From an optimization exercise on the open Yosys and OpenROAD flow, aimed at small area and a short achievable clock period; shortcuts taken in it are not production practice.
Where RTL was checked, it was by simulation tests only, not by an equivalence proof against the original.
No functional check of the RTL was part of runs 3 and 4.
The flow treats the clock pin as an ideal source, which a real chip does not have.
Power figures rest on the tool's default switching activity, not on a simulated workload.

`flow/flow/downsize.tcl`:
```
# Area recovery: swap each combinational cell for its smallest drive-strength
# variant that keeps the worst setup slack (placement parasitics).
proc my_variants {lc} {
  set name [get_name $lc]
  if {![regexp {^(.*)_([0-9]+)$} $name -> base drive]} { return {} }
  set out {}
  foreach c [get_lib_cells */${base}_*] {
    if {[regexp "^${base}_\[0-9\]+\$" [get_name $c]] && [sta::equiv_cells $lc $c]} {
      lappend out [list [get_property $c area] $c]
    }
  }
  return [lsort -real -index 0 $out]
}

proc my_downsize {{tol 0.0}} {
  estimate_parasitics -placement
  set ws0 [worst_slack -max]
  set saved 0.0
  set insts {}
  foreach inst [get_cells *] {
    set lc [get_lib_cells -of_objects $inst]
    if {$lc eq "" || $lc eq "NULL"} continue
    if {[regexp {__(df|edf|sdf|dl|sdl)} [get_name $lc]]} continue
    set n [get_name $lc]
    if {[string match *clkbuf* $n] || [string match *tap* $n] || [string match *fill* $n] || [string match *decap* $n] || [string match *conb* $n]} continue
    lappend insts [list [get_property $lc area] $inst]
  }
  foreach item [lsort -real -decreasing -index 0 $insts] {
    set inst [lindex $item 1]
    set lc [get_lib_cells -of_objects $inst]
    set a0 [get_property $lc area]
    foreach v [my_variants $lc] {
      lassign $v a c
      if {$a >= $a0} break
      replace_cell $inst $c
      estimate_parasitics -placement
      if {[worst_slack -max] >= $ws0 - $tol} {
        set saved [expr {$saved + $a0 - $a}]
        set lc $c
        break
      }
      replace_cell $inst $lc
    }
  }
  estimate_parasitics -placement
  puts "my_downsize: saved $saved um2, worst slack $ws0 -> [worst_slack -max]"
}
```
`flow/constraint.sdc`:
```
create_clock -name core_clock -period 6.0 [get_ports {clk}]
set_input_delay 1.2000 -clock core_clock [delete_from_list [all_inputs] [get_ports {clk}]]
set_output_delay 1.2000 -clock core_clock [all_outputs]
set_load 0.01 [all_outputs]
```
`flow/design.v`:
```
`timescale 1ns/1ps
module ao8 (
    input  logic [7:0] s,
    input  logic [7:0] d,
    output logic       y
);
    assign y = |(s & d);
endmodule
module nor2m (input logic a, b, output logic y);
    assign y = ~(a | b);
endmodule
module nor3m (input logic a, b, c, output logic y);
    assign y = ~(a | b | c);
endmodule
module nand4m (input logic a, b, c, d, output logic y);
    assign y = ~(a & b & c & d);
endmodule
module pre3k (
    input  logic [2:0] a,
    input  logic       idle,
    input  logic       k,
    input  logic [7:0] t,
    input  logic       tk,
    output logic [7:0] y_n
);
    always_comb begin
        for (int i = 0; i < 8; i++)
            y_n[i] = ~((idle && k && a == i[2:0]) || (t[i] && tk));
    end
endmodule
module pre3u (
    input  logic [2:0] a,
    input  logic       idle,
    input  logic [7:0] t,
    output logic [7:0] y_n
);
    always_comb begin
        for (int i = 0; i < 8; i++)
            y_n[i] = ~((idle && a == i[2:0]) || t[i]);
    end
endmodule
module wdat (
    input  logic [7:0] datain,
    input  logic       idle,
    input  logic       pat,
    output logic [7:0] wd
);
    assign wd = idle ? datain : {pat, 1'b0, pat, 1'b0, pat, 1'b0, pat, 1'b0};
endmodule
module bist #(
    parameter size   = 6,
    parameter length = 8
)(
    input  logic                 clk,
    input  logic                 rst,
    input  logic                 start,
    input  logic                 csin,
    input  logic                 rwbarin,
    input  logic                 opr,
    input  logic [size-1:0]      address,
    input  logic [length-1:0]    datain,
    output logic [length-1:0]    dataout,
    output logic                 fail
);
    logic       NbarT;
    logic       cout;
    logic [7:0] qlo;        
    logic [7:0] qhi;        
    logic       q6;         
    logic       pat;        
    wire next_T = NbarT ? ~cout : start;
    always_ff @(posedge clk or posedge rst) begin
        if (rst)
            NbarT <= 1'b0;
        else
            NbarT <= next_T;
    end
    always_ff @(posedge clk or posedge rst) begin
        if (rst) begin
            qlo <= 8'd0;
            qhi <= 8'd0;
        end else if (!next_T) begin
            qlo <= 8'd0;
            qhi <= 8'd0;
        end else if (!NbarT) begin
            qlo <= 8'd1;
            qhi <= 8'd1;
        end else begin
            qlo <= {qlo[6:0], qlo[7]};
            if (qlo[7])
                qhi <= {qhi[6:0], qhi[7]};
        end
    end
    always_ff @(posedge clk) begin
        if (!NbarT) begin
            q6   <= 1'b0;
            cout <= 1'b0;
        end else begin
            if (qlo[7] && qhi[7])
                q6 <= ~q6;
            cout <= qlo[7] && qhi[7] && q6;
        end
    end
    wire q_zero = qlo[0] && qhi[0] && !q6;
    always_ff @(posedge clk or posedge rst) begin
        if (rst)
            pat <= 1'b0;
        else if (NbarT && q_zero)
            pat <= 1'b1;
    end
    wire [7:0] P = {pat, 1'b0, pat, 1'b0, pat, 1'b0, pat, 1'b0};
    wire next_q6 = NbarT && (q6 ^ (qlo[7] && qhi[7]));
    logic idle, tr, tw;
    always_ff @(posedge clk or posedge rst) begin
        if (rst) begin
            idle <= 1'b1;
            tr   <= 1'b0;
            tw   <= 1'b0;
        end else begin
            idle <= ~next_T;
            tr   <= next_T && next_q6;
            tw   <= next_T && !next_q6;
        end
    end
    wire       we   = tw || (idle && !rwbarin);
    wire [7:0] wd   = idle ? datain : P;
    logic [7:0] rlo_n, rhi_n, wlo_n, whi_n;
    pre3k u_rlo (.a(address[2:0]), .idle(idle), .k(rwbarin),  .t(qlo), .tk(tr), .y_n(rlo_n));
    pre3u u_rhi (.a(address[5:3]), .idle(idle), .t(qhi), .y_n(rhi_n));
    pre3k u_wlo (.a(address[2:0]), .idle(idle), .k(~rwbarin), .t(qlo), .tk(tw), .y_n(wlo_n));
    pre3u u_whi (.a(address[5:3]), .idle(idle), .t(qhi), .y_n(whi_n));
    logic [63:0] rsel, wen;
    for (genvar r = 0; r < 64; r++) begin : g_sel
        nor2m u_rs (.a(rhi_n[r / 8]), .b(rlo_n[r % 8]), .y(rsel[r]));
        nor2m u_ws (.a(whi_n[r / 8]), .b(wlo_n[r % 8]), .y(wen[r]));
    end
    logic [7:0] mem [64];
    logic [7:0] wdg [4];
    for (genvar g = 0; g < 4; g++) begin : g_wd
        wdat u_wd (.datain(datain), .idle(idle), .pat(pat), .wd(wdg[g]));
    end
    for (genvar r = 0; r < 64; r++) begin : g_word
        always_ff @(posedge clk) begin
            if (wen[r])
                mem[r] <= wdg[r / 16];
        end
    end
    wire [7:0] bw = wd & {8{we}};
    logic [7:0] rd;
    for (genvar b = 0; b < 8; b++) begin : g_bit
        logic [63:0] col;
        logic [7:0]  p;
        logic [3:0]  n;
        for (genvar r = 0; r < 64; r++) begin : g_col
            assign col[r] = mem[r][b];
        end
        for (genvar m = 0; m < 8; m++) begin : g_p
            ao8 u_ao (.s(rsel[m*8 +: 8]), .d(col[m*8 +: 8]), .y(p[m]));
        end
        nor2m  u_n0 (.a(p[0]), .b(p[1]), .y(n[0]));
        nor2m  u_n1 (.a(p[2]), .b(p[3]), .y(n[1]));
        nor2m  u_n2 (.a(p[4]), .b(p[5]), .y(n[2]));
        nor3m  u_n3 (.a(p[6]), .b(p[7]), .c(bw[b]), .y(n[3]));
        nand4m u_rd (.a(n[0]), .b(n[1]), .c(n[2]), .d(n[3]), .y(rd[b]));
    end
    logic [7:0] dout;
    always_ff @(posedge clk) begin
        dout <= rd;
    end
    assign dataout = dout;
    always_ff @(posedge clk or posedge rst) begin
        if (rst)
            fail <= 1'b0;
        else if (NbarT && q_zero)
            fail <= 1'b0;
        else if (NbarT && opr && q6 && (dataout != P))
            fail <= 1'b1;
    end
endmodule
```
`flow/config.mk`:
```
export PLATFORM = sky130hd
export DESIGN_NAME = bist
export DESIGN_NICKNAME = bist
export VERILOG_FILES = /design/flow/design.v
export SDC_FILE = /design/flow/constraint.sdc
export NUM_CORES = 4
export LEC_CHECK = 0
export CAP_MARGIN = 20
export CORE_MARGIN = 2
export CORE_UTILIZATION = 60
export CTS_BUF_LIST = sky130_fd_sc_hd__clkbuf_8
export CTS_CLUSTER_DIAMETER = 80
export CTS_CLUSTER_SIZE = 16
export SETUP_SLACK_MARGIN = 3.4
export SLEW_MARGIN = 20
export SYNTH_HIERARCHICAL = 1
```
`flow/flow/run.sh`:
```
#!/bin/bash
# The standard layout, with extra timing-repair passes and area recovery after CTS
# (flow/extra_cts.tcl, run through ORFS's POST_CTS_TCL hook).
bash standard.sh "POST_CTS_TCL=$PWD/flow/extra_cts.tcl" finish > standard.log 2>&1
```
`flow/standard.sh`:
```
#!/bin/bash
# synth_recipe.tcl (not shown) runs the flow's synth.tcl, then flattens the netlist and writes it again
# the make line also repeats each setting of config.mk as NAME=value (left out here)
make -C /OpenROAD-flow-scripts/flow DESIGN_CONFIG=/design/flow/config.mk WORK_HOME=/design/flow/orfs CLKGATE_MAP_FILE= SYNTH_SCRIPT=/design/flow/synth_recipe.tcl "${@:-finish}"
```
`flow/flow/extra_cts.tcl`:
```
# Runs after clock tree synthesis (ORFS POST_CTS_TCL hook).
# 1. Extra timing-repair passes: repair_timing often stops on one endpoint;
#    running it again from the repaired state lets it work on the rest.
# 2. Area recovery: each combinational cell goes to its smallest drive
#    strength that keeps the worst setup slack (flow/downsize.tcl).
source [file join [file dirname [info script]] downsize.tcl]
for {set i 0} {$i < 3} {incr i} {
  estimate_parasitics -placement
  repair_timing_helper
  detailed_placement
}
my_downsize
detailed_placement
check_placement -verbose
estimate_parasitics -placement
report_worst_slack -max
```
==> impl_results.md, run 1 <==
* Post-synthesis to final-layout area growth at 11.4%
* Placed instance area at 21200 µm²
* Clock power share at 30.0%
* Vias per cell at 6.63
* Finished Layout Cells at 1774
* Chip width at 188 µm
* Number of setup violations in the final report at 0
* Clock Sinks at 544
* Die Y at 188 µm
* GRT Total Usage at 29.6%
* Post-layout instance area at 22600 µm²
* Core area at 33400 µm²
* Worst Skew at 0.0431 ns
* Hold crit path type: flip-flop to flip-flop
* Switching Fraction at 19.6%
* Remaining antenna violation count at 0
* Critical path buffer and inverter count at 2
* CP Launch Type: primary input
* Avg Synthesized Cell Area at 17.2 µm²
* Worst slew pin tran at 1.01 ns
* Top cell by count, worst path: nand4_1
* Reg clk slew, reported paths at 0.11 ns
* Pleak at 5.46 nW
* TNS Setup at 0 ns
* Mapped Cells at 1182
* Total Wirelength at 51500 µm
* Minimum clock period at 2.66 ns
* Crit-path slowest cell: nor3_4
* Post-synthesis sequential area ratio at 79.5%
* Die Area at 35300 µm²
* Share of layout cells above drive strength 1 at 19.0%
* Total power at 5.89 mW
* Leading cell type in the layout, fill and taps excluded: edfxtp_1
* Fillers at 2330
* Most frequent cells in the layout: edfxtp_1 (512), a22oi_1 (233), nor2_2 (83)
* Clock network latency to the later pin of the worst-skew pair at 0.60 ns
* Standard-cell rows at 67
* Placed cells at 1657
* Final #Nets at 1312
* Largest fanout on the critical path at 10
* Routed vias at 11755
* Flops & latches, synth at 544
* Critical Path End Type: flip-flop
* Net Count, Synth at 1203
* RSZ-0062 raised after global routing: true
* GPL Wtd Cong at 0.900
* Post-synth EDFFs at 512
* Final HPWL DP at 33300 µm
* CP required at 6.47 ns
* Synth cell types at 36
* Max-Cap Viols at 0
* Post-route DRC at 0
* CTS tree: built
* Achievable frequency at 0.376 GHz
* Flop pwr share at 69.4%
* Initial antenna violation count at 6
* Worst VDD drop at 0.000225 V
* Final Max Slew Viols at 0
* Top FF cell, synth: edfxtp_1
* Vias in the first global route at 11533
* Drt first pass iters at 5
* Worst-path cell chain: buf_2, nor2b_1, a22oi_2, buf_4, nor2_2, a22oi_1, nand4_1, nor3_4, nand4_1
* Arrival @ worst endpoint at 3.13 ns
* Area of the mapped netlist at 20300 µm²
* # port buffers at 27
* Wire per inst at 29.0 µm
* Cell Pwr Density at 260 nW/µm²
* Largest net degree at the start of global routing at 25
* Endpoints failing hold at 0
* Period utilization at 44.3%
* Status: finished clean
* # IOs at 29
* Gr ovfl total at 0
* Internal Power at 4.73 mW
* Max stage delay on crit path at 0.36 ns
* Cell family with most CP delay: simple AND/OR/NAND/NOR gates
* CP Class: primary input to flip-flop
* Yosys warns at 12
* Initial Utilization at 60.7%
* Rel. slew slack at 32.9%
* Synth async-reset ratio at 4.04%
* First-pass GRT wire length at 75300 µm
* Sw Pwr at 1.15 mW
* Logic pwr share at 0.6%
* Drt initial violations at 1520
-- final cells by class --
type	count	area [µm²]	share of cell area (%)
inverters	4	15.0	0.0664
flip-flops and latches	544	16100	71.4
clock inverters	31	116	0.515
well taps	448	561	2.48
repair buffers	75	569	2.52
diodes	5	12.5	0.0554
clock buffers	41	564	2.50
multi-input cells	626	4630	20.5
-- Yosys stat by module, one instance, submodules excluded, excerpt --
module / flops+latches / copies in the design / cells inside / area, µm²
ao8: 0 / 64 / 5 / 36.3
bist: 544 / 1 / 606 / 16500
nand4m: 0 / 8 / 1 / 6.26
nor2m: 0 / 152 / 1 / 3.75
nor3m: 0 / 8 / 1 / 10.0
pre3u: 0 / 2 / 12 / 73.8
wdat: 0 / 4 / 9 / 101
-- final timing paths --
kind | depth (start not counted) | start | slack [ns] | to
max | 9 | address[1] | 3.34 | dout[4]
min | 1 | q6 | 0.52 | pat
max reg2reg | 4 | idle | 3.41 | mem[32][3]
min reg2reg | 1 | q6 | 0.52 | pat
max in group asynchronous | 2 | rst | 4.20 | fail
min in group asynchronous | 2 | rst | 1.20 | pat
-- routing by layer --
layer	share of wire, %	vias up	track usage (%)
li1	-	5105	-
met1	41	6011	44.0
met4	3.4	0	11.3
met2	47	542	44.2
met5	0	-	0
met3	8.5	97	5.71
-- flip-flops by register name, indices dropped and copies added, names as in the netlist --
name,cells
mem,512
dout,8
qhi,8
qlo,8
NbarT,1
cout,1
fail,1
idle,1
pat,1
q6,1
tr,1
tw,1
-- kinds of logic (layout without fill, tap and decap cells) --
family          count (synthesis)  in the layout  synth area share, %
simple gates                  299            299                 7.46
mux                            24             24                 1.58
flops                         544            544                 79.5
xor+xnor                        1              1               0.0432
fa+ha+maj                       1              1               0.0617
compound gates                301            301                 11.0
other cells                     0              5                    0
buf+inv                        12            151                0.395
-- Yosys cell counts, types with 4 or more instances --
master	n	area share (%)
nor2b_1	10	0.31
a31oi_1	8	0.25
a21o_1	4	0.15
mux2_4	16	1.2
nand4_1	73	2.3
nor3_2	8	0.39
inv_1	4	0.074
and2_1	14	0.43
dfrtp_1	21	2.6
a21oi_1	10	0.25
nor2_1	165	3.1
mux2i_1	8	0.39
a32oi_1	4	0.17
edfxtp_1	512	76
and2_2	16	0.59
a22oi_1	268	9.9
buf_6	4	0.22
dfxtp_1	10	0.99
-- power by group through the flow --
stage / Clock [mW] / Combinational (mW) / Sequential, mW
after floorplan: 0 / 0.00706 / 4.17
after global placement: 0 / 0.0345 / 4.17
after detailed placement: 0 / 0.0344 / 4.17
after global routing: 1.94 / 0.0373 / 4.08
final: 1.77 / 0.0365 / 4.08
-- stage by stage --
step / utilization, % / hold WS [ns] / setup slack [ns]
floorplan: - / 0.480 / 3.41
global placement: 63.4 / 0.514 / 1.43
detailed placement: 63.4 / 0.524 / 1.42
global route: 67.5 / 0.532 / 3.33
finish: 67.6 / 0.518 / 3.34
==> run 2: changes to the inputs <==
==> flow/flow/run.sh (replaced) <==
#!/bin/bash
# The standard layout, with extra timing-repair passes and area recovery after CTS
# (flow/extra_cts.tcl, run through ORFS's POST_CTS_TCL hook), with timing
# repair free to change a cell's footprint when it resizes it.
bash standard.sh MATCH_CELL_FOOTPRINT=0 "POST_CTS_TCL=$PWD/flow/extra_cts.tcl" finish > standard.log 2>&1
--- a/flow/config.mk
+++ b/flow/config.mk
@@ -8,9 +8,8 @@
 export CAP_MARGIN = 20
 export CORE_MARGIN = 2
 export CORE_UTILIZATION = 60
-export CTS_BUF_LIST = sky130_fd_sc_hd__clkbuf_8
-export CTS_CLUSTER_DIAMETER = 80
-export CTS_CLUSTER_SIZE = 16
+export CTS_CLUSTER_DIAMETER = 120
+export CTS_CLUSTER_SIZE = 24
 export SETUP_SLACK_MARGIN = 3.4
 export SLEW_MARGIN = 20
 export SYNTH_HIERARCHICAL = 1
==> run 2 against run 1 <==
Effect of this change: sequential power is essentially flat; clock power grew 9.6%; final cell count shrank 1.4%; sequential share of layout area shrank 1.1 points; critical path depth shrank 5; wire length shrank 1.2%; clock-buffer cell count grew 6; first-iteration DRC count grew 4.8%; worst setup slack lost 0.053 ns; utilization grew 1.1 points; register-to-register slack is essentially flat; critical endpoint is now mem[4][6].
==> impl_results.md, run 2 <==
* DR WL met3 at 4340 µm
* Top FF cell, synth: edfxtp_1
* Cell family with most CP delay: compound AO/OA/AOI/OAI gates
* Die Area at 35300 µm²
* Reg-to-Reg End: mem[4][6]
* # IOs at 29
* Register-to-Register Path Depth at 3
* Sw Pwr at 1.11 mW
* Logic pwr share at 0.6%
* Largest fanout on the critical path at 10
* Standard-cell rows at 67
* Worst Skew at 0.0281 ns
* Achievable frequency at 0.369 GHz
* Post-route DRC at 0
* Remaining antenna violation count at 0
* Vias per cell at 6.67
* CP Launch Type: primary input
* Wire per inst at 29.1 µm
* Post-synthesis to final-layout area growth at 13.2%
* Final Max Slew Viols at 0
* Leading cell type in the layout, fill and taps excluded: edfxtp_1
* Number of setup violations in the final report at 0
* Switching Fraction at 18.3%
* CTS tree: built
* Drt initial violations at 1593
* Area of the multi-input gates at 4840 µm²
* Synth async-reset ratio at 4.04%
* Most frequent cells in the layout: edfxtp_1 (512), a22oi_1 (207), nor2_2 (87)
* Share of the synthesized area in the top cell type at 75.8%
* Max reg flops at 512
* Flops & latches, synth at 544
* Most frequent cell after synthesis: edfxtp_1
* Flop pwr share at 67.4%
* Minimum clock period at 2.71 ns
* Critical Path End Type: flip-flop
* First-pass GRT wire length at 74400 µm
* Cell Pwr Density at 264 nW/µm²
* CP required at 6.23 ns
* Hold-critical path endpoint: pat
* Top Metal Used: met4
* Met1 WL at 21000 µm
* Fillers at 2243
* Initial antenna violation count at 6
* Hold path startpoint: q6
* Gr ovfl total at 0
* Commonest cells post-synth: edfxtp_1 (512), a22oi_1 (268), nor2_1 (165), nand4_1 (73), dfrtp_1 (21)
* Cells on Worst Hold Path at 1
* TNS Setup at 0 ns
* Internal Power at 4.95 mW
* Net Count, Synth at 1203
* Final core utilization at 68.7%
* Post-synthesis sequential area ratio at 79.5%
* Period utilization at 45.2%
* R2r startpoint: idle
* Total power at 6.05 mW
* Worst-path cell chain: buf_2, nor2_1, a21oi_1, nor2_1
* Final HPWL DP at 33300 µm
* RSZ-0062 raised after global routing: true
* Top cell by count, worst path: nor2_1
* Max-Cap Viols at 0
* Largest net degree at the start of global routing at 26
* GPL Wtd Cong at 0.900
* Crit-path slowest cell: a21oi_1
* Routed vias at 11681
* Reg clk slew, reported paths at 0.09 ns
* Core area at 33400 µm²
* FF-to-FF setup slack at 3.42 ns
* Initial Utilization at 60.7%
* CP Class: primary input to flip-flop
* Hold crit path type: flip-flop to flip-flop
* Total Wirelength at 50900 µm
* Synth cell types at 36
* Max stage delay on crit path at 0.89 ns
* Arrival @ worst endpoint at 2.94 ns
* Worst VDD drop at 0.000235 V
* Chip width at 188 µm
* Die Y at 188 µm
* Clock network latency to the later pin of the worst-skew pair at 0.58 ns
* Yosys warns at 12
* Final #Nets at 1298
* Clock power share at 32.0%
* Endpoints failing hold at 0
* Storage element area at 16100 µm²
* Clock Sinks at 544
* Post-synth top area cell: edfxtp_1
* Post-synth EDFFs at 512
* Biggest register: mem
* Vias in the first global route at 11350
* Met2 wire length at 23900 µm
* Critical path buffer and inverter count at 1
* Drt first pass iters at 7
* Rel. slew slack at 25.2%
* Avg Synthesized Cell Area at 17.2 µm²
* Share of layout cells above drive strength 1 at 21.2%
* Synth top area cells: edfxtp_1 (76%), a22oi_1 (9.9%), nor2_1 (3.1%)
* Worst slew pin tran at 1.12 ns
* GRT Total Usage at 29.1%
* # port buffers at 27
* Status: finished clean
* Area of the mapped netlist at 20300 µm²
* Mapped Cells at 1182
* Pleak at 5.49 nW
[run 2: cell types whose count changed in the layout (fill, tap and decap cells not counted), moves of 9 or more]
cell	change
clkbuf_1	+20
inv_1	-29
nor2_1	-11
a22oi_1	-26
clkbuf_8	-41
clkbuf_16	+27
a22oi_2	+26
dlymetal6s2s_1	+9
dlygate4sd2_1	-9
[run 2: cell type report]
class | instances | share of cell area [%]
multi-input combinational | 626 | 21.1
sequential | 544 | 70.2
clock inverter | 1 | 0.0163
inverter | 4 | 0.0654
clock buffer | 47 | 3.27
timing repair buffer | 75 | 2.83
tap | 448 | 2.44
antenna | 5 | 0.0545
[run 2: cells by family (layout without fill, tap and decap cells)]
family	Yosys count	after routing	synth area share, %
compound gates	301	301	11.0
xor+xnor	1	1	0.0432
fa+ha+maj	1	1	0.0617
buf+inv	12	127	0.395
flops	544	544	79.5
mux	24	24	1.58
other cells	0	5	0
simple gates	299	299	7.46
[run 2: worst reg2reg max path, stage by stage, from the launching register on]
cell and delay [ns]:
dfstp_4 0.75, nor2b_1 0.36, a21oi_1 0.41, nor2_1 0.71
[run 2: metal layers]
metal  track usage [%]  vias to the layer above
li1                  -                     5076
met1              43.1                     5973
met2              44.4                      545
met3              5.03                       87
met4              10.6                        0
met5                 0                        -
[run 2: how the worst max path moves through the flow]
stage,start,endpoint,slack [ns],depth (start not counted)
2_1_floorplan,address[2],dout[0],3.41,7
3_3_place_gp,address[0],dout[4],1.43,8
3_5_place_dp,address[0],dout[2],1.42,8
5_1_grt,address[3],mem[7][4],3.28,4
6_report,address[3],mem[4][6],3.29,4
[run 2: modules after synthesis (local to each module, per instance)]
module	flip-flops and latches	cells inside
pre3k	0	14
wdat	0	9
pre3u	0	12
nand4m	0	1
nor3m	0	1
ao8	0	5
bist	544	606
nor2m	0	1
[run 2: stage by stage]
stage               hold WS, ns  setup WS (ns)  std cells  area [µm²]
finish                    0.549           3.29       1750       23000
global route              0.569           3.28       1746       23000
detailed placement        0.524           1.42       1657       21200
global placement          0.514           1.43       1657       21200
floorplan                 0.480           3.41       1182       20400
[run 2: power by group through the flow]
stage | clock network (mW) | registers, mW | logic [mW]
after floorplan | 0 | 4.17 | 0.00706
after detailed placement | 0 | 4.17 | 0.0344
after global placement | 0 | 4.17 | 0.0345
final | 1.94 | 4.08 | 0.0383
after global routing | 2.10 | 4.08 | 0.0393
==> run 3: changes to the inputs <==
--- a/flow/design.v
+++ b/flow/design.v
@@ -124,14 +124,18 @@
     end
     wire       we   = tw || (idle && !rwbarin);
     wire [7:0] wd   = idle ? datain : P;
-    logic [7:0] rlo_n, rhi_n, wlo_n, whi_n;
-    pre3k u_rlo (.a(address[2:0]), .idle(idle), .k(rwbarin),  .t(qlo), .tk(tr), .y_n(rlo_n));
-    pre3u u_rhi (.a(address[5:3]), .idle(idle), .t(qhi), .y_n(rhi_n));
+    logic [7:0] rlo_n [2];
+    logic [7:0] rhi_n [2];
+    logic [7:0] wlo_n, whi_n;
+    for (genvar c = 0; c < 2; c++) begin : g_rpre
+        pre3k u_rlo (.a(address[2:0]), .idle(idle), .k(rwbarin), .t(qlo), .tk(tr), .y_n(rlo_n[c]));
+        pre3u u_rhi (.a(address[5:3]), .idle(idle), .t(qhi), .y_n(rhi_n[c]));
+    end
     pre3k u_wlo (.a(address[2:0]), .idle(idle), .k(~rwbarin), .t(qlo), .tk(tw), .y_n(wlo_n));
     pre3u u_whi (.a(address[5:3]), .idle(idle), .t(qhi), .y_n(whi_n));
     logic [63:0] rsel, wen;
     for (genvar r = 0; r < 64; r++) begin : g_sel
-        nor2m u_rs (.a(rhi_n[r / 8]), .b(rlo_n[r % 8]), .y(rsel[r]));
+        nor2m u_rs (.a(rhi_n[(r % 8) / 4][r / 8]), .b(rlo_n[(r / 8) / 4][r % 8]), .y(rsel[r]));
         nor2m u_ws (.a(whi_n[r / 8]), .b(wlo_n[r % 8]), .y(wen[r]));
     end
     logic [7:0] mem [64];
==> flow/flow/run.sh (replaced) <==
#!/bin/bash
# The standard layout, with extra timing-repair passes and area recovery after CTS
# (flow/extra_cts.tcl, run through ORFS's POST_CTS_TCL hook).
bash standard.sh "POST_CTS_TCL=$PWD/flow/extra_cts.tcl" finish > standard.log 2>&1
==> run 3 against run 2 <==
Effect of this change: clock power is essentially flat; cell area shrank 0.31%; sequential cell count is the same; final cell count grew 0.86%; sequential share of layout area grew 0.20 points; total power grew 0.33%; wire length grew 1.4%; still clean; critical path depth grew 2; register-to-register slack lost 0.06 ns; global-route usage grew 0.085 points; hold slack lost 0.022 ns.
==> impl_results.md, run 3 <==
* Worst Skew at 0.0249 ns
* Remaining antenna violation count at 0
* Post-synth EDFFs at 512
* Clock network latency to the later pin of the worst-skew pair at 0.58 ns
* Final #Nets at 1318
* Post-synthesis to final-layout area growth at 11.9%
* Switching Fraction at 18.5%
* Mapped Cells at 1208
* Max stage delay on crit path at 0.86 ns
* Cells on Worst Hold Path at 1
* Drt initial violations at 1498
* Number of setup violations in the final report at 0
* Cell Pwr Density at 265 nW/µm²
* Post-route DRC at 0
* Die Y at 189 µm
* Drt first pass iters at 7
* Top FF cell, synth: edfxtp_1
* Reg-to-Reg End: mem[27][4]
* Vias per cell at 6.76
* GRT Total Usage at 29.2%
* Most frequent cells in the layout: edfxtp_1 (512), a22oi_1 (235), nor2_2 (80)
* Storage element area at 16100 µm²
* Gr ovfl total at 0
* First-pass GRT wire length at 75900 µm
* Avg Synthesized Cell Area at 16.9 µm²
* Largest net degree at the start of global routing at 28
* Rel. slew slack at 21.4%
* Worst hold slack at 0.527 ns
* Post-synthesis sequential area ratio at 78.8%
* Status: finished clean
* Flop pwr share at 67.2%
* Initial Utilization at 61.0%
* Reg clk slew, reported paths at 0.09 ns
* Register-to-Register Path Depth at 4
* Synth async-reset ratio at 4.04%
* Hold-critical path endpoint: pat
* R2r startpoint: idle
* Clock Sinks at 544
* Flops & latches, synth at 544
* Critical Path End Type: flip-flop
* Arrival @ worst endpoint at 3.02 ns
* Worst slew pin tran at 1.16 ns
* Standard-cell rows at 67
* Synth top area cells: edfxtp_1 (75%), a22oi_1 (10%), nor2_1 (3.1%)
* Hold crit path type: flip-flop to flip-flop
* Sw Pwr at 1.13 mW
* Final Max Slew Viols at 0
* Max-Cap Viols at 0
* Die Area at 35600 µm²
* Final HPWL DP at 34600 µm
* Worst VDD drop at 0.000327 V
* Area of the multi-input gates at 4920 µm²
* Diodes inserted at 0
* TNS Setup at 0 ns
* Most frequent cell after synthesis: edfxtp_1
* Routed vias at 11927
* Crit-path slowest cell: a32oi_1
* # IOs at 29
* Wire per inst at 29.3 µm
* Initial antenna violation count at 2
* GPL Wtd Cong at 0.900
* Total Wirelength at 51600 µm
* Fillers at 2317
* Clock power share at 32.0%
* Pleak at 5.39 nW
* Leading cell type in the layout, fill and taps excluded: edfxtp_1
* CP required at 6.26 ns
* Logic pwr share at 0.8%
* Worst-path cell chain: buf_8, inv_1, and3b_1, a32oi_1, buf_2, nor2_2
* Synth cell types at 36
* Commonest cells post-synth: edfxtp_1 (512), a22oi_1 (274), nor2_1 (167), nand4_1 (73), dfrtp_1 (21)
* Chip width at 189 µm
* FF-to-FF setup slack at 3.36 ns
* CP Launch Type: primary input
* Internal Power at 4.95 mW
* Share of layout cells above drive strength 1 at 18.5%
* Post-synth top area cell: edfxtp_1
* Core area at 33500 µm²
* Hold path startpoint: q6
* Max reg flops at 512
* Endpoints failing hold at 0
* Share of the synthesized area in the top cell type at 75.1%
* RSZ-0062 raised after global routing: true
* Largest fanout on the critical path at 8
* Vias in the first global route at 11702
* Area of the mapped netlist at 20500 µm²
* Minimum clock period at 2.75 ns
* Achievable frequency at 0.363 GHz
* Biggest register: mem
* Yosys warns at 14
* # port buffers at 27
* CP Class: primary input to flip-flop
* CTS tree: built
* Net Count, Synth at 1229
* Period utilization at 45.9%
run 3: how the worst max path moves through the flow:
| stage | to | slack (ns) | cells past startpoint | startpoint |
|---|---|---|---|---|
| 6_report | mem[27][4] | 3.25 | 6 | rwbarin |
| 3_3_place_gp | dout[0] | 1.79 | 8 | address[0] |
| 3_5_place_dp | dout[0] | 1.69 | 8 | address[0] |
| 5_1_grt | mem[24][6] | 3.30 | 6 | rwbarin |
| 2_1_floorplan | dout[0] | 3.45 | 7 | rwbarin |
run 3: worst max-delay path, delay by kind of cell:
family	cells	cell delay, ns
buf+inv	3	0.56
simple gates	2	0.39
compound gates	1	0.86
run 3: cell type report:
type | count | share of cell area (%)
sequential | 544 | 70.4
multi-input combinational | 651 | 21.5
clock buffer | 47 | 3.28
tap | 448 | 2.45
timing repair buffer | 70 | 2.28
inverter | 4 | 0.0656
clock inverter | 1 | 0.0164
run 3: cells by family after synthesis:
| group | share of synthesized area (%) |
|---|---|
| adders and majority gates | 0.0611 |
| and+or+nand+nor | 7.67 |
| buffers and inverters | 0.410 |
| muxes | 1.57 |
| DFF | 78.8 |
| AOI/OAI and AO/OA | 11.4 |
| xor gates and xnor gates | 0.0428 |
run 3: power groups by stage:
stage | combinational, mW | sequential, mW | clock [mW]
after global routing | 0.0474 | 4.08 | 2.11
after floorplan | 0.00844 | 4.17 | 0
final | 0.0463 | 4.08 | 1.95
after detailed placement | 0.0373 | 4.17 | 0
after global placement | 0.0367 | 4.17 | 0
run 3: Yosys stat by module, one instance, submodules excluded:
| module | cells inside | area (µm²) | copies in the design |
|---|---|---|---|
| bist | 606 | 16500 | 1 |
| pre3u | 12 | 73.8 | 3 |
| nand4m | 1 | 6.26 | 8 |
| wdat | 9 | 101 | 4 |
| nor3m | 1 | 10.0 | 8 |
| pre3k | 14 | 97.6 | 3 |
| nor2m | 1 | 3.75 | 152 |
| ao8 | 5 | 36.3 | 64 |
run 3: layer usage:
| metal | vias up | share of wire, % | track usage (%) |
|---|---|---|---|
| met5 | - | 0.056 | 0 |
| met4 | 4 | 3.1 | 8.83 |
| met3 | 97 | 8.0 | 3.84 |
| met2 | 593 | 47 | 45.8 |
| met1 | 6065 | 42 | 43.6 |
| li1 | 5168 | - | - |
run 3: through the flow:
| step | util [%] | setup slack (ns) | std cells | total power [mW] | cell area (µm²) |
|---|---|---|---|---|---|
| 5_1_grt | 68.3 | 3.30 | 1765 | 6.24 | 22900 |
| 3_3_place_gp | 63.5 | 1.79 | 1682 | 4.20 | 21300 |
| 2_1_floorplan | - | 3.45 | 1208 | 4.18 | 20500 |
| 3_5_place_dp | 63.5 | 1.69 | 1682 | 4.21 | 21300 |
| 6_report | 68.3 | 3.25 | 1765 | 6.07 | 22900 |
==> run 4: changes to the inputs <==
--- a/flow/design.v
+++ b/flow/design.v
@@ -14,6 +14,9 @@
 endmodule
 module nand4m (input logic a, b, c, d, output logic y);
     assign y = ~(a & b & c & d);
+endmodule
+module ao2 (input logic s0, d0, s1, d1, output logic y);
+    assign y = (s0 & d0) | (s1 & d1);
 endmodule
 module pre3k (
     input  logic [2:0] a,
@@ -110,32 +113,26 @@
     end
     wire [7:0] P = {pat, 1'b0, pat, 1'b0, pat, 1'b0, pat, 1'b0};
     wire next_q6 = NbarT && (q6 ^ (qlo[7] && qhi[7]));
-    logic idle, tr, tw;
+    logic idle, tw;
     always_ff @(posedge clk or posedge rst) begin
         if (rst) begin
             idle <= 1'b1;
-            tr   <= 1'b0;
             tw   <= 1'b0;
         end else begin
             idle <= ~next_T;
-            tr   <= next_T && next_q6;
             tw   <= next_T && !next_q6;
         end
     end
     wire       we   = tw || (idle && !rwbarin);
     wire [7:0] wd   = idle ? datain : P;
-    logic [7:0] rlo_n [2];
-    logic [7:0] rhi_n [2];
-    logic [7:0] wlo_n, whi_n;
-    for (genvar c = 0; c < 2; c++) begin : g_rpre
-        pre3k u_rlo (.a(address[2:0]), .idle(idle), .k(rwbarin), .t(qlo), .tk(tr), .y_n(rlo_n[c]));
-        pre3u u_rhi (.a(address[5:3]), .idle(idle), .t(qhi), .y_n(rhi_n[c]));
-    end
+    logic [7:0] rlo_n, rhi_n, wlo_n, whi_n;
+    pre3u u_rlo (.a(address[2:0]), .idle(idle), .t(qlo), .y_n(rlo_n));
+    pre3u u_rhi (.a(address[5:3]), .idle(idle), .t(qhi), .y_n(rhi_n));
     pre3k u_wlo (.a(address[2:0]), .idle(idle), .k(~rwbarin), .t(qlo), .tk(tw), .y_n(wlo_n));
     pre3u u_whi (.a(address[5:3]), .idle(idle), .t(qhi), .y_n(whi_n));
     logic [63:0] rsel, wen;
     for (genvar r = 0; r < 64; r++) begin : g_sel
-        nor2m u_rs (.a(rhi_n[(r % 8) / 4][r / 8]), .b(rlo_n[(r / 8) / 4][r % 8]), .y(rsel[r]));
+        nor2m u_rs (.a(rhi_n[r / 8]), .b(rlo_n[r % 8]), .y(rsel[r]));
         nor2m u_ws (.a(whi_n[r / 8]), .b(wlo_n[r % 8]), .y(wen[r]));
     end
     logic [7:0] mem [64];
@@ -149,7 +146,6 @@
                 mem[r] <= wdg[r / 16];
         end
     end
-    wire [7:0] bw = wd & {8{we}};
     logic [7:0] rd;
     for (genvar b = 0; b < 8; b++) begin : g_bit
         logic [63:0] col;
@@ -164,14 +160,20 @@
         nor2m  u_n0 (.a(p[0]), .b(p[1]), .y(n[0]));
         nor2m  u_n1 (.a(p[2]), .b(p[3]), .y(n[1]));
         nor2m  u_n2 (.a(p[4]), .b(p[5]), .y(n[2]));
-        nor3m  u_n3 (.a(p[6]), .b(p[7]), .c(bw[b]), .y(n[3]));
+        nor2m  u_n3 (.a(p[6]), .b(p[7]), .y(n[3]));
         nand4m u_rd (.a(n[0]), .b(n[1]), .c(n[2]), .d(n[3]), .y(rd[b]));
     end
-    logic [7:0] dout;
+    logic [7:0] dout, wdo;
+    logic       sel_r, sel_w;
     always_ff @(posedge clk) begin
-        dout <= rd;
+        dout  <= rd;
+        wdo   <= wd;
+        sel_r <= ~we;
+        sel_w <= we;
     end
-    assign dataout = dout;
+    for (genvar b = 0; b < 8; b++) begin : g_out
+        ao2 u_out (.s0(sel_r), .d0(dout[b]), .s1(sel_w), .d1(wdo[b]), .y(dataout[b]));
+    end
     always_ff @(posedge clk or posedge rst) begin
         if (rst)
             fail <= 1'b0;
==> run 4 against run 3 <==
Effect of this change: critical path depth unchanged; via count down 1.2%; worst setup slack better by 0.017 ns; synthesized area about the same; sequential power up 1%; highest routed layer is now met4; synthesized cell count down 0.58%; total power up 0.85%; first-iteration DRC count down 4.1%; non-clock buffer count up 8; global-route usage down 0.35 points; utilization up 0.35 points; wire length down 1.6%.
==> impl_results.md, run 4 <==
* # IOs at 29
* Final Max Slew Viols at 0
* Critical Path End Type: flip-flop
* Drt initial violations at 1437
* Routed vias at 11785
* CTS tree: built
* Share of layout cells above drive strength 1 at 19.8%
* Top FF cell, synth: edfxtp_1
* Fillers at 2283
* Most frequent cells in the layout: edfxtp_1 (512), a22oi_1 (247), nor2_2 (93)
* Final HPWL DP at 32400 µm
* Diodes inserted at 0
* Period utilization at 45.6%
* CP required at 6.21 ns
* TNS Setup at 0 ns
* Clock Sinks at 553
* Synth top area cells: edfxtp_1 (75%), a22oi_1 (9.6%), nor2_1 (3.2%)
* Standard-cell rows at 67
* Worst-path cell chain: clkdlybuf4s50_1, inv_1, and3_1, a22oi_1, buf_2, nor2_1
* Avg Synthesized Cell Area at 17.0 µm²
* Core area at 33500 µm²
* Cell Pwr Density at 266 nW/µm²
* Post-synth top area cell: edfxtp_1
* Largest net degree at the start of global routing at 30
* Number of setup violations in the final report at 0
* First-pass GRT wire length at 74700 µm
* Post-layout instance area at 23000 µm²
* Minimum clock period at 2.74 ns
* Arrival @ worst endpoint at 2.95 ns
* Finished Layout Cells at 1768
* Total Wirelength at 50800 µm
* Pleak at 5.50 nW
* Post-synthesis to final-layout area growth at 12.5%
* Remaining antenna violation count at 0
* Die Y at 189 µm
* Most frequent cell after synthesis: edfxtp_1
* Critical path buffer and inverter count at 3
* Share of the synthesized area in the top cell type at 75.1%
* GPL Wtd Cong at 0.865
* Yosys warns at 12
* Endpoints failing hold at 0
* Post-synth EDFFs at 512
* Mapped Cells at 1201
* Vias per cell at 6.67
* GRT Total Usage at 28.9%
* Rel. slew slack at 8.06%
* Synth async-reset ratio at 3.80%
* R2r startpoint: idle
* Area of the mapped netlist at 20500 µm²
* CP Launch Point: rwbarin
* Placed instance area at 21300 µm²
* Flops & latches, synth at 553
* Initial Utilization at 61.0%
* Post-route DRC at 0
* Max stage delay on crit path at 0.65 ns
* Dpl ws at 1.47 ns
* Worst slew pin tran at 1.36 ns
* Reg clk slew, reported paths at 0.09 ns
* Clock network latency to the later pin of the worst-skew pair at 0.57 ns
* Die Area at 35600 µm²
* Wire per inst at 28.7 µm
* Achievable frequency at 0.365 GHz
* Final core utilization at 68.6%
* Largest fanout on the critical path at 8
* Vias in the first global route at 11503
* Commonest cells post-synth: edfxtp_1 (512), a22oi_1 (262), nor2_1 (172), nand4_1 (73)
* Hold path startpoint: q6
* Worst Skew at 0.0572 ns
* Final #Nets at 1321
* Max-Cap Viols at 0
* CP Launch Type: primary input
* Cell family with most CP delay: simple AND/OR/NAND/NOR gates
* Chip width at 189 µm
* Leading cell type in the layout, fill and taps excluded: edfxtp_1
* Max reg flops at 512
* Placed cells at 1675
* Hold crit path type: flip-flop to flip-flop
* Final WS setup at 3.26 ns
* Status: finished clean
* Post-synthesis sequential area ratio at 79.7%
* Net Count, Synth at 1222
* Gr ovfl total at 0
* Biggest register: mem
* # port buffers at 27
* RSZ-0062 raised after global routing: true
* Drt first pass iters at 5
* Crit-path slowest cell: nor2_1
* Synth cell types at 36
* Worst VDD drop at 0.000294 V
* Initial antenna violation count at 0
* CP Class: primary input to flip-flop
-- run 4: changes by cell type in the layout (fill, tap and decap cells not counted), moves of 11 or more --
cell      before  now
a22oi_2       39   15
nor2_4        11   43
a22oi_1      235  247
nor2_2        80   93
nor2_1        76   36
clkbuf_4       1   12
-- run 4: layout make-up --
class / instances / area [µm²] / area share, %
multi-input combinational: 635 / 4750 / 20.6
timing repair buffer: 78 / 618 / 2.69
clock buffer: 47 / 751 / 3.26
tap: 448 / 561 / 2.44
clock inverter: 2 / 7.51 / 0.0326
sequential: 553 / 16300 / 70.9
inverter: 5 / 18.8 / 0.0815
-- run 4: path summary, 6_finish.rpt --
kind / to / slack [ns] / cells past startpoint
worst min-delay path: pat / 0.53 / 1
worst min register to register: pat / 0.53 / 1
worst max-delay path: mem[5][5] / 3.26 / 6
min in group asynchronous: tw / 1.13 / 2
worst max register to register: mem[5][5] / 3.31 / 3
max in group asynchronous: fail / 4.30 / 2
-- run 4: kinds of logic (layout without fill, tap and decap cells) --
family,after synthesis,count (layout),share of synthesized area (%)
buf+inv,13,132,0.410
xor+xnor,1,1,0.0428
fa+ha+maj,1,1,0.0611
mux,24,24,1.57
flops,553,553,79.7
simple gates,304,304,7.24
compound gates,305,305,11.0
-- run 4: where the power goes --
group	internal (mW)	total [mW]	switching (mW)
Clock	0.854	1.95	1.10
Sequential	4.14	4.14	0
Combinational	0.0111	0.0333	0.0222
Total	5.01	6.13	1.12
-- run 4: per-stage QoR --
step	total power [mW]	hold slack [ns]
after global routing	6.29	0.581
after floorplan	4.24	0.438
final	6.13	0.534
after global placement	4.26	0.505
after detailed placement	4.26	0.518
-- run 4: worst register-to-register path: stages (launching register included) --
cell and delay [ns]:
dfstp_4 0.74, nor2b_1 0.40, a21oi_1 0.44, nor2_1 0.75
-- run 4: Yosys stat by module, one instance, submodules excluded, a selection --
module	times used	cells inside	area, µm²
ao2	8	1	8.76
ao8	64	5	36.3
bist	1	619	16700
nand4m	8	1	6.26
pre3k	1	14	97.6
pre3u	3	12	73.8
-- run 4: layer usage --
layer	up-vias	share of wire [%]	GRT usage, %
met3	84	8.1	3.65
met5	-	0	0
li1	5146	-	-
met1	6006	40	42.5
met2	549	48	45.9
met4	0	3.4	8.62
==> run 5: changes to the inputs <==
--- a/flow/design.v
+++ b/flow/design.v
@@ -14,9 +14,6 @@
 endmodule
 module nand4m (input logic a, b, c, d, output logic y);
     assign y = ~(a & b & c & d);
-endmodule
-module ao2 (input logic s0, d0, s1, d1, output logic y);
-    assign y = (s0 & d0) | (s1 & d1);
 endmodule
 module pre3k (
     input  logic [2:0] a,
@@ -113,20 +110,22 @@
     end
     wire [7:0] P = {pat, 1'b0, pat, 1'b0, pat, 1'b0, pat, 1'b0};
     wire next_q6 = NbarT && (q6 ^ (qlo[7] && qhi[7]));
-    logic idle, tw;
+    logic idle, tr, tw;
     always_ff @(posedge clk or posedge rst) begin
         if (rst) begin
             idle <= 1'b1;
+            tr   <= 1'b0;
             tw   <= 1'b0;
         end else begin
             idle <= ~next_T;
+            tr   <= next_T && next_q6;
             tw   <= next_T && !next_q6;
         end
     end
     wire       we   = tw || (idle && !rwbarin);
     wire [7:0] wd   = idle ? datain : P;
     logic [7:0] rlo_n, rhi_n, wlo_n, whi_n;
-    pre3u u_rlo (.a(address[2:0]), .idle(idle), .t(qlo), .y_n(rlo_n));
+    pre3k u_rlo (.a(address[2:0]), .idle(idle), .k(rwbarin),  .t(qlo), .tk(tr), .y_n(rlo_n));
     pre3u u_rhi (.a(address[5:3]), .idle(idle), .t(qhi), .y_n(rhi_n));
     pre3k u_wlo (.a(address[2:0]), .idle(idle), .k(~rwbarin), .t(qlo), .tk(tw), .y_n(wlo_n));
     pre3u u_whi (.a(address[5:3]), .idle(idle), .t(qhi), .y_n(whi_n));
@@ -146,6 +145,7 @@
                 mem[r] <= wdg[r / 16];
         end
     end
+    wire [7:0] bw = wd & {8{we}};
     logic [7:0] rd;
     for (genvar b = 0; b < 8; b++) begin : g_bit
         logic [63:0] col;
@@ -160,20 +160,14 @@
         nor2m  u_n0 (.a(p[0]), .b(p[1]), .y(n[0]));
         nor2m  u_n1 (.a(p[2]), .b(p[3]), .y(n[1]));
         nor2m  u_n2 (.a(p[4]), .b(p[5]), .y(n[2]));
-        nor2m  u_n3 (.a(p[6]), .b(p[7]), .y(n[3]));
+        nor3m  u_n3 (.a(p[6]), .b(p[7]), .c(bw[b]), .y(n[3]));
         nand4m u_rd (.a(n[0]), .b(n[1]), .c(n[2]), .d(n[3]), .y(rd[b]));
     end
-    logic [7:0] dout, wdo;
-    logic       sel_r, sel_w;
+    logic [7:0] dout;
     always_ff @(posedge clk) begin
-        dout  <= rd;
-        wdo   <= wd;
-        sel_r <= ~we;
-        sel_w <= we;
+        dout <= rd;
     end
-    for (genvar b = 0; b < 8; b++) begin : g_out
-        ao2 u_out (.s0(sel_r), .d0(dout[b]), .s1(sel_w), .d1(wdo[b]), .y(dataout[b]));
-    end
+    assign dataout = dout;
     always_ff @(posedge clk or posedge rst) begin
         if (rst)
             fail <= 1'b0;
==> flow/flow/run.sh (replaced) <==
#!/bin/bash
# The standard layout, with extra timing-repair passes and area recovery
# after CTS (flow/extra_cts.tcl) and area recovery after global routing
# (flow/extra_grt.tcl), run through ORFS's POST_CTS_TCL and
# POST_GLOBAL_ROUTE_TCL hooks.
bash standard.sh "POST_CTS_TCL=$PWD/flow/extra_cts.tcl" "POST_GLOBAL_ROUTE_TCL=$PWD/flow/extra_grt.tcl" finish > standard.log 2>&1
--- a/flow/flow/downsize.tcl
+++ b/flow/flow/downsize.tcl
@@ -1,5 +1,6 @@
 # Area recovery: swap each combinational cell for its smallest drive-strength
-# variant that keeps the worst setup slack (placement parasitics).
+# variant that keeps the worst setup slack. par is the parasitics source:
+# placement or global_routing.
 proc my_variants {lc} {
   set name [get_name $lc]
   if {![regexp {^(.*)_([0-9]+)$} $name -> base drive]} { return {} }
@@ -12,8 +13,8 @@
   return [lsort -real -index 0 $out]
 }
 
-proc my_downsize {{tol 0.0}} {
-  estimate_parasitics -placement
+proc my_downsize {{par placement} {tol 0.0}} {
+  estimate_parasitics -$par
   set ws0 [worst_slack -max]
   set saved 0.0
   set insts {}
@@ -33,7 +34,7 @@
       lassign $v a c
       if {$a >= $a0} break
       replace_cell $inst $c
-      estimate_parasitics -placement
+      estimate_parasitics -$par
       if {[worst_slack -max] >= $ws0 - $tol} {
         set saved [expr {$saved + $a0 - $a}]
         set lc $c
@@ -42,6 +43,6 @@
       replace_cell $inst $lc
     }
   }
-  estimate_parasitics -placement
+  estimate_parasitics -$par
   puts "my_downsize: saved $saved um2, worst slack $ws0 -> [worst_slack -max]"
 }
==> flow/flow/extra_grt.tcl (new file) <==
# Runs at the end of global routing (ORFS POST_GLOBAL_ROUTE_TCL hook), after
# ORFS's own repair: area recovery with global-route parasitics, then the
# routes and guides are brought up to date.
source [file join [file dirname [info script]] downsize.tcl]
global_route -start_incremental
my_downsize global_routing
detailed_placement
global_route -end_incremental
check_placement -verbose
estimate_parasitics -global_routing
report_worst_slack -max
write_guides $::env(RESULTS_DIR)/route.guide
==> run 5 against run 4 <==
Effect of this change: still clean on timing, DRC and antenna; global-route usage is 0.30 points higher; worst setup slack improved by 0.028 ns; clock skew decreased by 0.031 ns; cell area is 3.1% lower; total power decreased by 1.2%; via count is 0.90% lower; largest cell class unchanged.
==> impl_results.md, run 5 <==
* Synth top area cells: edfxtp_1 (76%), a22oi_1 (9.9%), nor2_1 (3.1%)
* Final #Nets at 1295
* CP Launch Type: primary input
* Chip width at 188 µm
* Worst hold slack at 0.546 ns
* Finished Layout Cells at 1747
* Reg clk slew, reported paths at 0.10 ns
* Worst Skew at 0.0262 ns
* Placed cells at 1657
* Cell family with most CP delay: simple AND/OR/NAND/NOR gates
* Largest net degree at the start of global routing at 26
* Critical Path End Type: flip-flop
* Standard-cell rows at 67
* Most frequent cell after synthesis: edfxtp_1
* Yosys warns at 12
* Final HPWL DP at 33300 µm
* Wire per inst at 29.1 µm
* Synth async-reset ratio at 4.04%
* Period utilization at 45.1%
* Rel. slew slack at 28.9%
* Hold crit path type: flip-flop to flip-flop
* Critical path buffer and inverter count at 3
* Vias in the first global route at 11436
* Cell Pwr Density at 272 nW/µm²
* Share of the synthesized area in the top cell type at 75.8%
* Area of the mapped netlist at 20300 µm²
* Die Area at 35300 µm²
* Biggest register: mem
* Number of setup violations in the final report at 0
* Arrival @ worst endpoint at 3.16 ns
* Avg Synthesized Cell Area at 17.2 µm²
* Drt initial violations at 1470
* GRT Total Usage at 29.2%
* CP Class: primary input to flip-flop
* Worst slew pin tran at 1.05 ns
* Initial antenna violation count at 6
* Pleak at 5.30 nW
* # IOs at 29
* Post-route DRC at 0
* Crit-path slowest cell: nor2_1
* Share of layout cells above drive strength 1 at 12.8%
* Net Count, Synth at 1203
* Core area at 33400 µm²
* Initial Utilization at 60.7%
* Largest fanout on the critical path at 8
* Endpoints failing hold at 0
* Vias per cell at 6.69
* Post-synthesis to final-layout area growth at 9.87%
* Total Wirelength at 50800 µm
* Achievable frequency at 0.369 GHz
* Top FF cell, synth: edfxtp_1
* Commonest cells post-synth: edfxtp_1 (512), a22oi_1 (268), nor2_1 (165), nand4_1 (73), dfrtp_1 (21)
* Remaining antenna violation count at 0
* TNS Setup at 0 ns
* Max-Cap Viols at 0
* Gr ovfl total at 0
* Max stage delay on crit path at 0.35 ns
* Drt first pass iters at 8
* Post-synth EDFFs at 512
* Worst-path cell chain: buf_6, and3b_2, a22oi_1, buf_4, buf_4, nor2_1, a22oi_1, nand4_1, nor2_1, nand4_1
* Leading cell type in the layout, fill and taps excluded: edfxtp_1
* Mapped Cells at 1182
* Status: finished clean
* Minimum clock period at 2.71 ns
* CP required at 6.45 ns
* Post-synth top area cell: edfxtp_1
* Clock network latency to the later pin of the worst-skew pair at 0.57 ns
* Final Max Slew Viols at 0
* Most frequent cells in the layout: edfxtp_1 (512), a22oi_1 (256), nor2_1 (105)
* Flops & latches, synth at 544
* Synth cell types at 36
* Routed vias at 11679
* Post-synthesis sequential area ratio at 79.5%
* # port buffers at 27
* Clock Sinks at 544
* CTS tree: built
* Die Y at 188 µm
* Max reg flops at 512
* First-pass GRT wire length at 74600 µm
* Worst VDD drop at 0.000235 V
* GPL Wtd Cong at 0.900
==> run 5: path summary, 6_finish.rpt <==
check,start,to,slack [ns],cells after the start
max,rwbarin,dout[0],3.29,10
min,q6,pat,0.55,1
max reg2reg,idle,mem[60][6],3.39,4
min reg2reg,q6,pat,0.55,1
max in group asynchronous,rst,fail,4.16,2
min in group asynchronous,rst,qhi[5],1.23,2
==> run 5: area by class of cell <==
cell class,instances,area (µm²)
Sequential cell,544,16100
Fill cell,2372,11200
Multi-Input combinational cell,626,4310
Clock buffer,47,751
Tap cell,448,561
Timing Repair Buffer,72,508
Inverter,4,15.0
Antenna cell,5,12.5
Clock inverter,1,3.75
==> run 5: kinds of logic (layout without fill, tap and decap cells) <==
kind of cell	count (synthesis)	in the layout	synth area share, %
compound gates	301	301	11.0
xor+xnor	1	1	0.0432
fa+ha+maj	1	1	0.0617
buf+inv	12	124	0.395
flops	544	544	79.5
mux	24	24	1.58
other cells	0	5	0
simple gates	299	299	7.46
==> run 5: worst reg2reg max path, cell delays in order (launching register included) <==
cell and delay [ns]:
dfstp_4 0.73, and3_1 0.32, a22oi_2 0.25, buf_1 0.30, nor2_1 0.65
==> run 5: per-layer routing <==
layer	GRT usage [%]	share of wire [%]
met1	43.2	41
met2	44.1	46
met3	5.07	9.1
met4	11.1	3.8
met5	0	0
==> run 5: per-module statistics from Yosys (local to each module, per instance) <==
module	cell area, µm²	cells inside
pre3u	73.8	12
pre3k	97.6	14
bist	16500	606
nand4m	6.26	1
nor3m	10.0	1
nor2m	3.75	1
ao8	36.3	5
wdat	101	9
==> run 5: power by group <==
group | total, mW | internal, mW | switching, mW
Clock | 1.94 | 0.852 | 1.09
Sequential | 4.08 | 4.08 | 0
Combinational | 0.0352 | 0.0116 | 0.0236
Total | 6.06 | 4.95 | 1.11
==> run 5: metrics by stage <==
stage	total power [mW]	area (µm²)	worst slack, ns	utilization, %
detailed placement	4.20	21200	1.42	63.4
finish	6.06	22300	3.29	66.6
global placement	4.20	21200	1.43	63.4
floorplan	4.18	20400	3.41	-
==> run 6: changes to the inputs <==
==> flow/flow/run.sh (replaced) <==
#!/bin/bash
# The standard layout, with timing repair free to change a cell's
# footprint when it resizes it, plus extra timing-repair passes and area
# recovery after CTS (flow/extra_cts.tcl) and after global routing
# (flow/extra_grt.tcl), run through ORFS's POST_CTS_TCL and
# POST_GLOBAL_ROUTE_TCL hooks.
bash standard.sh MATCH_CELL_FOOTPRINT=0 "POST_CTS_TCL=$PWD/flow/extra_cts.tcl" "POST_GLOBAL_ROUTE_TCL=$PWD/flow/extra_grt.tcl" finish > standard.log 2>&1
==> flow/flow/extra_grt.tcl (replaced) <==
# Runs at the end of global routing (ORFS POST_GLOBAL_ROUTE_TCL hook): one
# more timing-repair pass and area recovery with global-route parasitics,
# then the routes and guides are brought up to date.
source [file join [file dirname [info script]] downsize.tcl]
global_route -start_incremental
estimate_parasitics -global_routing
repair_timing_helper
my_downsize global_routing
detailed_placement
global_route -end_incremental
check_placement -verbose
estimate_parasitics -global_routing
report_worst_slack -max
write_guides $::env(RESULTS_DIR)/route.guide
==> run 6 against run 5 <==
Effect of this change: highest routed layer unchanged; register-to-register slack barely moved; clock skew rose by 0.0025 ns; largest power group unchanged; final cell count rose by 0.29%; first-iteration DRC count rose by 6.4%; synthesized cell count did not move; worst setup slack improved by 0.0080 ns; fmax rose by 0.29%; critical endpoint is now dout[6].
==> impl_results.md, run 6 <==
* Post-synth top area cell: edfxtp_1
* Initial Utilization at 60.7%
* GRT Total Usage at 29.1%
* Synth top area cells: edfxtp_1 (76%), a22oi_1 (9.9%), nor2_1 (3.1%)
* Number of setup violations in the final report at 0
* Placed instance area at 21200 µm²
* Cell Pwr Density at 270 nW/µm²
* Status: finished clean
* Final Max Slew Viols at 0
* Synth async-reset ratio at 4.04%
* Largest fanout on the critical path at 8
* Achievable frequency at 0.370 GHz
* Vias per cell at 6.72
* Post-route DRC at 0
* Max reg flops at 512
* Gr ovfl total at 0
* DR WL met3 at 4230 µm
* CP required at 6.44 ns
* Switching Fraction at 18.3%
* Avg Synthesized Cell Area at 17.2 µm²
* Drt first pass iters at 5
* Share of the synthesized area in the top cell type at 75.8%
* Hold crit path type: flip-flop to flip-flop
* Top FF cell, synth: edfxtp_1
* Max stage delay on crit path at 0.32 ns
* Worst-path cell chain: buf_2, and3b_2, a32oi_1, buf_4, nor2_2, a22oi_1, nand4_1, nor3_4, nand4_1
* First-pass GRT wire length at 74400 µm
* Largest net degree at the start of global routing at 26
* Met1 WL at 21200 µm
* TNS Setup at 0 ns
* Max-Cap Viols at 0
* Post-layout instance area at 22400 µm²
* Die Y at 188 µm
* Final WS setup at 3.30 ns
* Critical Path End Type: flip-flop
* Final HPWL DP at 33300 µm
* Top Metal Used: met4
* Internal Power at 4.95 mW
* Wire per inst at 29.1 µm
* # IOs at 29
* Arrival @ worst endpoint at 3.15 ns
* Leading cell type in the layout, fill and taps excluded: edfxtp_1
* Standard-cell rows at 67
* Flop pwr share at 67.4%
* Yosys warns at 12
* Initial antenna violation count at 6
* Minimum clock period at 2.70 ns
* Drt initial violations at 1564
* Mapped Cells at 1182
* Logic pwr share at 0.6%
* Clock network latency to the later pin of the worst-skew pair at 0.58 ns
* Clock power share at 32.0%
* Worst slew pin tran at 1.09 ns
* Clock Sinks at 544
* Period utilization at 45.0%
* Core area at 33400 µm²
* Worst VDD drop at 0.000234 V
* Dpl ws at 1.42 ns
* Crit-path slowest cell: nor3_4
* CP Launch Type: primary input
* Flops & latches, synth at 544
* Final #Nets at 1300
* Net Count, Synth at 1203
* GPL Wtd Cong at 0.900
* Fillers at 2351
* Biggest register: mem
* Most frequent cells in the layout: edfxtp_1 (512), a22oi_1 (248), nor2_1 (101)
* Endpoints failing hold at 0
* Rel. slew slack at 26.4%
* Chip width at 188 µm
* Post-synthesis sequential area ratio at 79.5%
* Final core utilization at 67.0%
* Remaining antenna violation count at 0
* # port buffers at 27
* Share of layout cells above drive strength 1 at 13.7%
* Placed cells at 1657
* Post-synthesis to final-layout area growth at 10.4%
* Synth cell types at 36
* Reg clk slew, reported paths at 0.09 ns
* Post-synth EDFFs at 512
* Cell family with most CP delay: simple AND/OR/NAND/NOR gates
* Routed vias at 11779
* Total Wirelength at 51000 µm
* CTS tree: built
* Commonest cells post-synth: edfxtp_1 (512), a22oi_1 (268), nor2_1 (165), nand4_1 (73), dfrtp_1 (21)
* Most frequent cell after synthesis: edfxtp_1
* Top cell by count, worst path: nand4_1
* Pleak at 5.40 nW
* Worst Skew at 0.0287 ns
* Area of the mapped netlist at 20300 µm²
* CP Class: primary input to flip-flop
* Finished Layout Cells at 1752
* Critical path buffer and inverter count at 2
* Sw Pwr at 1.11 mW
* Vias in the first global route at 11350
* Die Area at 35300 µm²
* Met2 wire length at 23800 µm
## run 6: cell types whose count changed in the layout (fill, tap and decap cells not counted), moves of 3 or more
cell            before  now
dlygate4sd2_1        9    0
dlymetal6s2s_1       0    9
a22oi_1            256  248
a22oi_2             12   20
nor2_1             105  101
buf_2               20   23
buf_4               15   12
nor2_2              53   56
## run 6: logic make-up after synthesis
| kind of cell | Yosys count | share of synthesized area (%) |
|---|---|---|
| adders and majority gates | 1 | 0.0617 |
| AOI/OAI and AO/OA | 301 | 11.0 |
| xor gates and xnor gates | 1 | 0.0432 |
| muxes | 24 | 1.58 |
| DFF | 544 | 79.5 |
| and+or+nand+nor | 299 | 7.46 |
| buffers and inverters | 12 | 0.395 |
## run 6: area by class of cell
class / instances / area (µm²) / share of cell area, %
timing repair buffer: 77 / 569 / 2.54
clock buffer: 47 / 751 / 3.35
clock inverter: 1 / 3.75 / 0.0168
inverter: 4 / 15.0 / 0.0670
multi-input combinational: 626 / 4360 / 19.5
sequential: 544 / 16100 / 72.0
tap: 448 / 561 / 2.50
antenna: 5 / 12.5 / 0.0558
## run 6: worst paths after layout
| path | startpoint | endpoint | slack (ns) | cells past startpoint |
|---|---|---|---|---|
| hold / removal | q6 | pat | 0.55 | 1 |
| setup reg to reg | idle | mem[56][5] | 3.39 | 3 |
| hold reg to reg | q6 | pat | 0.55 | 1 |
| setup / recovery | rwbarin | dout[6] | 3.30 | 9 |
| max in group asynchronous | rst | fail | 4.16 | 2 |
| min in group asynchronous | rst | qhi[5] | 1.23 | 2 |
## run 6: layer usage
| layer | GRT usage [%] | vias to the layer above |
|---|---|---|
| met4 | 10.6 | 0 |
| li1 | - | 5087 |
| met1 | 43.1 | 6100 |
| met2 | 44.4 | 507 |
| met3 | 5.03 | 85 |
| met5 | 0 | - |
## run 6: worst register-to-register path, delay by kind of cell, from the launching register on
family | cells | cell delay [ns]
DFF | 1 | 0.73
muxes | 1 | 0.68
buffers and inverters | 2 | 0.83
## run 6: metrics by stage
stage / power (mW) / hold WS, ns
global placement: 4.20 / 0.514
detailed placement: 4.20 / 0.524
finish: 6.05 / 0.551
floorplan: 4.18 / 0.480
## run 6: power by group through the flow
stage	clock network [mW]	logic [mW]	registers, mW
after floorplan	0	0.00706	4.17
final	1.94	0.0349	4.08
after global placement	0	0.0345	4.17
after detailed placement	0	0.0344	4.17
## run 6: Yosys stat by module (local to each module, per instance)
module	copies in the design	cell area, µm²	cells	flip-flops and latches
pre3k	2	97.6	14	0
pre3u	2	73.8	12	0
ao8	64	36.3	5	0
nor2m	152	3.75	1	0
wdat	4	101	9	0
nand4m	8	6.26	1	0
nor3m	8	10.0	1	0
bist	1	16500	606	544

[port drivers added, routing unchanged]
No port has a modelled driver above. Below, the same layouts with a new extraction and two added sets of constraints.
Step 1: set_driving_cell puts a clkbuf_16 on clk and a buf_2 on each other input, an assumption about the parent block.
Step 2 also shifts input and output timing later by t, the mid clock arrival at the registers, as if the neighbouring blocks saw the same clock.
a / b / c = no drivers / after step 1 / after step 2; a / b = the first two.
run | t (ns) | slack for setup (ns) | worst setup path at the end | pins driven straight from the clock port
run 1 | 0.637 | 3.341 / 3.330 / 2.693 | input to register | 1
run 2 | 0.619 | 3.287 / 3.256 / 2.638 | input to register | 1
run 3 | 0.616 | 3.246 / 3.244 / 2.628 | input to register | 1
run 4 | 0.595 | 3.263 / 3.265 / 2.697 | input to register | 1
run 5 | 0.618 | 3.291 / 3.308 / 2.690 | input to register | 1
run 6 | 0.619 | 3.299 / 3.301 / 2.683 | input to register | 1
After both steps every run listed still meets setup and hold. The setup slack of run 2, which loses most, moves by -0.031 ns with the drivers and by -0.649 ns with both steps.
